Background: an optimization exercise with open tools, aiming at small area. Do not read the settings as production practice.
Function was checked by simulation only, so behaviour that the tests miss may differ from the original.
Power figures rest on the tool's default switching activity, not on a simulated workload.

== job 2124 ==
==> flow/design.v <==
`timescale 1ns / 1ps
module FIFO_shift_reg_beh
#(
    parameter FIFO_width = 32,
    parameter FIFO_depth = 10                    
 )
(
    output reg [FIFO_width - 1 : 0] dataOut,
    output empty, full,
    input readEnable, writeEnable,
    input [FIFO_width - 1 : 0] dataIn,
    input enable, reset, clk
    );
    reg [FIFO_width * FIFO_depth - 1 : 0] slots;     
    reg [5:0] count;
    wire [FIFO_depth : 0] at;
    assign at[0]  = ~count[5] & ~count[0];
    assign at[1]  =  count[0] & ~count[1];
    assign at[2]  =  count[1] & ~count[2];
    assign at[3]  =  count[2] & ~count[3];
    assign at[4]  =  count[3] & ~count[4];
    assign at[5]  =  count[4] & ~count[5];
    assign at[6]  =  count[5] &  count[0];
    assign at[7]  = ~count[0] &  count[1];
    assign at[8]  = ~count[1] &  count[2];
    assign at[9]  = ~count[2] &  count[3];
    assign at[10] = ~count[3] &  count[4];
    assign empty = at[0];
    assign full  = at[FIFO_depth];
    wire doRead  = readEnable & ~empty;
    wire doWrite = writeEnable & ~full & ~doRead;
    integer i;
    wire shift = enable & ~reset & doWrite;
    wire keep  = ~(enable & doWrite);
    wire [FIFO_width * FIFO_depth - 1 : 0] slotIn = {slots[FIFO_width * (FIFO_depth - 1) - 1 : 0], dataIn};
    always @(posedge clk)
        slots <= (slotIn & {FIFO_width * FIFO_depth{shift}}) | (slots & {FIFO_width * FIFO_depth{keep}});
    reg [FIFO_width - 1 : 0] oldest;
    always @(*) begin
        oldest = {FIFO_width{1'b0}};
        for (i = 0; i < FIFO_depth; i = i + 1)
            oldest = oldest | (slots[FIFO_width * i +: FIFO_width] & {FIFO_width{at[i+1]}});
    end
    wire stepCount = enable & ~reset & (doRead | doWrite);
    wire keepCount = ~(enable & (reset | doRead | doWrite));
    wire [5:0] nextCount = doRead ? {~count[0], count[5:1]} : {count[4:0], ~count[5]};
    always @(posedge clk)
        count <= (nextCount & {6{stepCount}}) | (count & {6{keepCount}});
    wire loadOut = enable & (reset | doRead);
    always @(posedge clk)
        dataOut <= (oldest & {FIFO_width{loadOut & ~reset}}) | (dataOut & {FIFO_width{~loadOut}});
endmodule
export LEC_CHECK = 0
export CAP_MARGIN = 20
export CORE_MARGIN = 2
export CORE_UTILIZATION = 65
export PLACE_DENSITY = 0.8
export SLEW_MARGIN = 20
create_clock -name core_clock -period 5.0 [get_ports {clk}]
standard.sh (not shown) runs the stock make flow with config.mk's settings and CLKGATE_MAP_FILE= SYNTH_SCRIPT=/design/flow/synth_recipe.tcl, a recipe that flattens the netlist after the stock synthesis.
==> flow/flow/run.sh <==
#!/bin/bash
# The standard layout, with two changes:
#  - after the standard synthesis, the logic between its registers is replaced by the
#    hand-mapped netlist gen_netlist.py writes (the registers stay as synthesis made them);
#  - every input and output port gets the smallest buffer, sky130_fd_sc_hd__buf_1.
# Each tool's output goes to a log of its own in this folder.
set -euo pipefail
R=orfs/results/${FLOW_PLATFORM}/FIFO_shift_reg_beh/base
export BUFFER_PORTS_ARGS="-buffer_cell sky130_fd_sc_hd__buf_1"
export CTS_ARGS="-sink_clustering_enable -repair_clock_nets -sink_clustering_size 30 -sink_clustering_max_diameter 80 -buf_list sky130_fd_sc_hd__clkbuf_16 -root_buf sky130_fd_sc_hd__clkbuf_8 -tree_buf sky130_fd_sc_hd__clkbuf_8 -sink_clustering_buffer sky130_fd_sc_hd__clkbuf_16 -dont_use_dummy_load"
bash standard.sh synth > synth.log 2>&1
cp $R/1_2_yosys.v standard_1_2_yosys.v
if python3 flow/gen_netlist.py standard_1_2_yosys.v $R/1_2_yosys.v > gen_netlist.log 2>&1; then
  rm -f $R/1_synth.odb $R/1_synth.sdc
fi
bash standard.sh finish > layout.log 2>&1
Other scripts of this flow, unchanged in this note and not shown: flow/flow/gen_netlist.py
What job 5570 does differently from job 2124 at the input level:
Settings: CORE_UTILIZATION changed from 65 to 40; PLACE_DENSITY changed from 0.8 to 0.6; CTS_BUF_LIST newly set to sky130_fd_sc_hd__clkbuf_16; CTS_CLUSTER_DIAMETER newly set to 80; CTS_CLUSTER_SIZE newly set to 30.
-- flow/flow/run.sh --
<<< job 2124, line 10
export CTS_ARGS="-sink_clustering_enable -repair_clock_nets -sink_clustering_size 30 -sink_clustering_max_diameter 80 -buf_list sky130_fd_sc_hd__clkbuf_16 -root_buf sky130_fd_sc_hd__clkbuf_8 -tree_buf sky130_fd_sc_hd__clkbuf_8 -sink_clustering_buffer sky130_fd_sc_hd__clkbuf_16 -dont_use_dummy_load"
>>> job 5570, line 10
The higher clock period minus final worst setup slack of job 5570 and job 2124 is in job 2124.
Comparing die area for job 5570 and job 2124, the smaller number came from job 2124.
Fraction of area in registers: job 5570 < job 2124
Final cycle utilization of the critical path (lower): job 5570
Relative to job 2124, the final RePlAce weighted congestion of job 5570 is lower by 13%.
Reported for job 5570 and job 2124, synthesized cell area turned out identical to the last digit.
Area: job 5570 vs job 2124 -> job 5570 larger
The setup slack of job 5570 is larger than that of job 2124.
Setup changes, job 5570 to job 8353
Settings: GPL_TIMING_DRIVEN now 0, previously not set; CTS_CLUSTER_DIAMETER no longer set, was 80; CORE_UTILIZATION now 65, was 40; CTS_CLUSTER_SIZE no longer set, was 30; CTS_BUF_LIST no longer set, was sky130_fd_sc_hd__clkbuf_16; GPL_ROUTABILITY_DRIVEN now 0, previously not set; PLACE_DENSITY now 0.8, was 0.6.
-- flow/flow/run.sh --
<<< job 5570, line 10
>>> job 8353, line 10
export CTS_ARGS="-sink_clustering_enable -repair_clock_nets -sink_clustering_size 30 -sink_clustering_max_diameter 80 -buf_list sky130_fd_sc_hd__clkbuf_16 -root_buf sky130_fd_sc_hd__clkbuf_8 -tree_buf sky130_fd_sc_hd__clkbuf_8 -sink_clustering_buffer sky130_fd_sc_hd__clkbuf_16 -dont_use_dummy_load"
Findings:
Cmp job 8353 and job 5570 / overall power after layout / lower: job 8353
In the flow results for job 8353 and job 5570, the critical path depth is larger on job 8353.
Ratio of final minimum period to clock period: job 8353 vs job 5570 up 1.8 points
In job 8353 the worst setup slack turned out 0.091 ns lower than in job 5570.
Changes observed in job 8353 relative to job 5570: clock skew level; met2 routed wirelength moved up; share of the core filled with cells moved up; maximum clock frequency moved down.
Inputs modified between job 8353 and job 613:
Settings: removing GPL_ROUTABILITY_DRIVEN (formerly 0); removing GPL_TIMING_DRIVEN (formerly 0).
-- flow/flow/run.sh --
<<< job 8353, line 10
export CTS_ARGS="-sink_clustering_enable -repair_clock_nets -sink_clustering_size 30 -sink_clustering_max_diameter 80 -buf_list sky130_fd_sc_hd__clkbuf_16 -root_buf sky130_fd_sc_hd__clkbuf_8 -tree_buf sky130_fd_sc_hd__clkbuf_8 -sink_clustering_buffer sky130_fd_sc_hd__clkbuf_16 -dont_use_dummy_load"
>>> job 613, line 10
export CTS_ARGS="-sink_clustering_enable -repair_clock_nets -sink_clustering_size 30 -sink_clustering_max_diameter 80 -buf_list sky130_fd_sc_hd__clkbuf_16 -root_buf sky130_fd_sc_hd__clkbuf_4 -tree_buf sky130_fd_sc_hd__clkbuf_4 -sink_clustering_buffer sky130_fd_sc_hd__clkbuf_16 -dont_use_dummy_load"
Results
Compared with job 8353, job 613 shows a lower core utilization.
Job 8353 → job 613: clock group share of total power fell by 0.3 points; final cell count without fillers fell by 20.
diff inputs: job 613 => job 2781
-- flow/flow/run.sh --
<<< job 613, line 10
export CTS_ARGS="-sink_clustering_enable -repair_clock_nets -sink_clustering_size 30 -sink_clustering_max_diameter 80 -buf_list sky130_fd_sc_hd__clkbuf_16 -root_buf sky130_fd_sc_hd__clkbuf_4 -tree_buf sky130_fd_sc_hd__clkbuf_4 -sink_clustering_buffer sky130_fd_sc_hd__clkbuf_16 -dont_use_dummy_load"
>>> job 2781, line 10
export CTS_ARGS="-sink_clustering_enable -repair_clock_nets -sink_clustering_size 30 -sink_clustering_max_diameter 150 -buf_list sky130_fd_sc_hd__clkbuf_16 -dont_use_dummy_load"
## What came out
Final core area utilization is higher on job 2781
The final reports for job 2781 and job 613 show share of the clock period used by the worst path after layout higher in the former.
Job 2781 vs job 613 on transition at the pin with the smallest max-transition slack: job 2781 is the lower one.
[compare] base=job 613 new=job 2781: area added between synthesis and finish went up; worst setup slack dropped 0.056 ns.
Delta (job 2781 minus job 613): total power consumption of the routed design picked up an extra 96 uW; maximum frequency shows a reduction of 5.4 MHz; via count of the first global-routing pass stayed essentially flat.
Relative to job 2781, the following input files were edited for job 3789:
Settings: changing CORE_UTILIZATION from 65 to 80; changing PLACE_DENSITY from 0.8 to 0.92.
-- flow/flow/run.sh --
<<< job 2781, line 10
export CTS_ARGS="-sink_clustering_enable -repair_clock_nets -sink_clustering_size 30 -sink_clustering_max_diameter 150 -buf_list sky130_fd_sc_hd__clkbuf_16 -dont_use_dummy_load"
>>> job 3789, line 10
export CTS_ARGS="-sink_clustering_enable -repair_clock_nets -sink_clustering_size 30 -sink_clustering_max_diameter 80 -buf_list sky130_fd_sc_hd__clkbuf_16 -dont_use_dummy_load"
Notes after the runs:
Job 3789: done, clean on timing, DRC and antenna
Looking at total power, job 3789 sits 0.69% higher than job 2781 does.
Changes observed in job 3789 relative to job 2781: signed area change from the synthesized netlist to the final layout held steady; share of the clock period used by the worst path fell 2.0 points; final estimated routing congestion in global placement went down 2.4%; total power divided by cell area climbed 2.4 nW/um^2; power in the clock group roughly the same.
Cmp job 3789 vs job 2781: net switching power of the design higher in job 3789
Diff job 2781 -> job 3789: fraction of final layout cells with drive strength greater than 1 comparable, standard cell core area now smaller, first-pass GRT wire length now larger.

Starts from the design.v that is shown in full above.
export LEC_CHECK = 0
export CAP_MARGIN = 20
export CORE_MARGIN = 2
export CORE_UTILIZATION = 65
export PLACE_DENSITY = 0.8
export SLEW_MARGIN = 20
create_clock -name core_clock -period 5.0 [get_ports {clk}]
==> flow/flow/run.sh <==
#!/bin/bash
# The standard layout, with two changes:
#  - after the standard synthesis, the logic between its registers is replaced by the
#    hand-mapped netlist gen_netlist.py writes (the registers stay as synthesis made them);
#  - every input and output port gets the smallest buffer, sky130_fd_sc_hd__buf_1.
# Each tool's output goes to a log of its own in this folder.
set -euo pipefail
R=orfs/results/${FLOW_PLATFORM}/FIFO_shift_reg_beh/base
export BUFFER_PORTS_ARGS="-buffer_cell sky130_fd_sc_hd__buf_1"
export CTS_ARGS="-sink_clustering_enable -repair_clock_nets -sink_clustering_size 30 -sink_clustering_max_diameter 80 -buf_list sky130_fd_sc_hd__clkbuf_16 -dont_use_dummy_load"
bash standard.sh synth > synth.log 2>&1
cp $R/1_2_yosys.v standard_1_2_yosys.v
if python3 flow/gen_netlist.py standard_1_2_yosys.v $R/1_2_yosys.v > gen_netlist.log 2>&1; then
  rm -f $R/1_synth.odb $R/1_synth.sdc
fi
bash standard.sh finish > layout.log 2>&1
Other scripts of this flow, unchanged in this note and not shown: flow/flow/gen_netlist.py
The first run completed with no timing, DRC or antenna violations.
Next try:
- CAP_MARGIN: 20 -> 0
- SLEW_MARGIN: 20 -> 0
Utilization stays the same.
Clock skew is unchanged.
Register-to-register slack stays flat.
Total power is unchanged.
Via count does not change.
Die area is unchanged.
Global-route usage is unchanged.
Next try:
--- a/flow/flow/run.sh
+++ b/flow/flow/run.sh
@@ -9,3 +9,3 @@
 export BUFFER_PORTS_ARGS="-buffer_cell sky130_fd_sc_hd__buf_1"
-export CTS_ARGS="-sink_clustering_enable -repair_clock_nets -sink_clustering_size 30 -sink_clustering_max_diameter 80 -buf_list sky130_fd_sc_hd__clkbuf_16 -dont_use_dummy_load"
+export CTS_ARGS="-sink_clustering_enable -repair_clock_nets -sink_clustering_size 32 -sink_clustering_max_diameter 80 -buf_list sky130_fd_sc_hd__clkbuf_16 -dont_use_dummy_load"
 bash standard.sh synth > synth.log 2>&1
- CAP_MARGIN: 0 -> 20
- SLEW_MARGIN: 0 -> 20
=>
- global-route usage increases by 0.28 points
- sequential cell count stays the same
- worst setup slack loses 0.0087 ns
- via count stays flat
- power hardly moves
- area after synthesis does not change
- utilization does not change
- fmax is about the same
- cell count is unchanged
- count of clock-buffer cells in the layout stays the same
- cell area stays the same

[separate check: timing with driven ports]
In the flow no input, the clock included, has a driving cell. The finished layouts below were timed again as built, in two steps.
Step 1 assumes that a clkbuf_16 drives the clock port and a buf_2 every other input.
Step 2 also shifts input and output timing later by t, the mid clock arrival at the registers, as if the neighbouring blocks saw the same clock.
Slacks: ideal ports / drivers / drivers and shift; pairs: ideal ports / drivers.
run | shift t [ns] | setup WS [ns] | latest minus earliest clock arrival (ns) | slew at the worst register clock pin (ns)
job 2124 | 0.589 | 1.805 / 1.805 / 1.233 | 0.016 / 0.016 | 0.11 / 0.11
job 5570 | 0.550 | 1.895 / 1.925 / 1.375 | 0.029 / 0.029 | 0.11 / 0.11
job 8353 | 0.576 | 1.804 / 1.817 / 1.241 | 0.024 / 0.024 | 0.11 / 0.11
job 613 | 0.722 | 1.800 / 1.800 / 1.226 | 0.017 / 0.018 | 0.11 / 0.11
job 2781 | 0.542 | 1.744 / 1.765 / 1.222 | 0.043 / 0.043 | 0.11 / 0.11
job 3789 | 0.538 | 1.843 / 1.862 / 1.323 | 0.023 / 0.023 | 0.11 / 0.11
the first run of note 2 | 0.544 | 1.772 / 1.793 / 1.249 | 0.020 / 0.021 | 0.11 / 0.11
the second run of note 2 | 0.544 | 1.772 / 1.793 / 1.249 | 0.020 / 0.021 | 0.11 / 0.11
the third run of note 2 | 0.531 | 1.763 / 1.784 / 1.253 | 0.035 / 0.036 | 0.11 / 0.11
After both steps setup and hold are still met in every run listed. For job 613, which loses most, drivers alone change the setup slack by 0.000 ns; drivers and shift together by -0.574 ns.
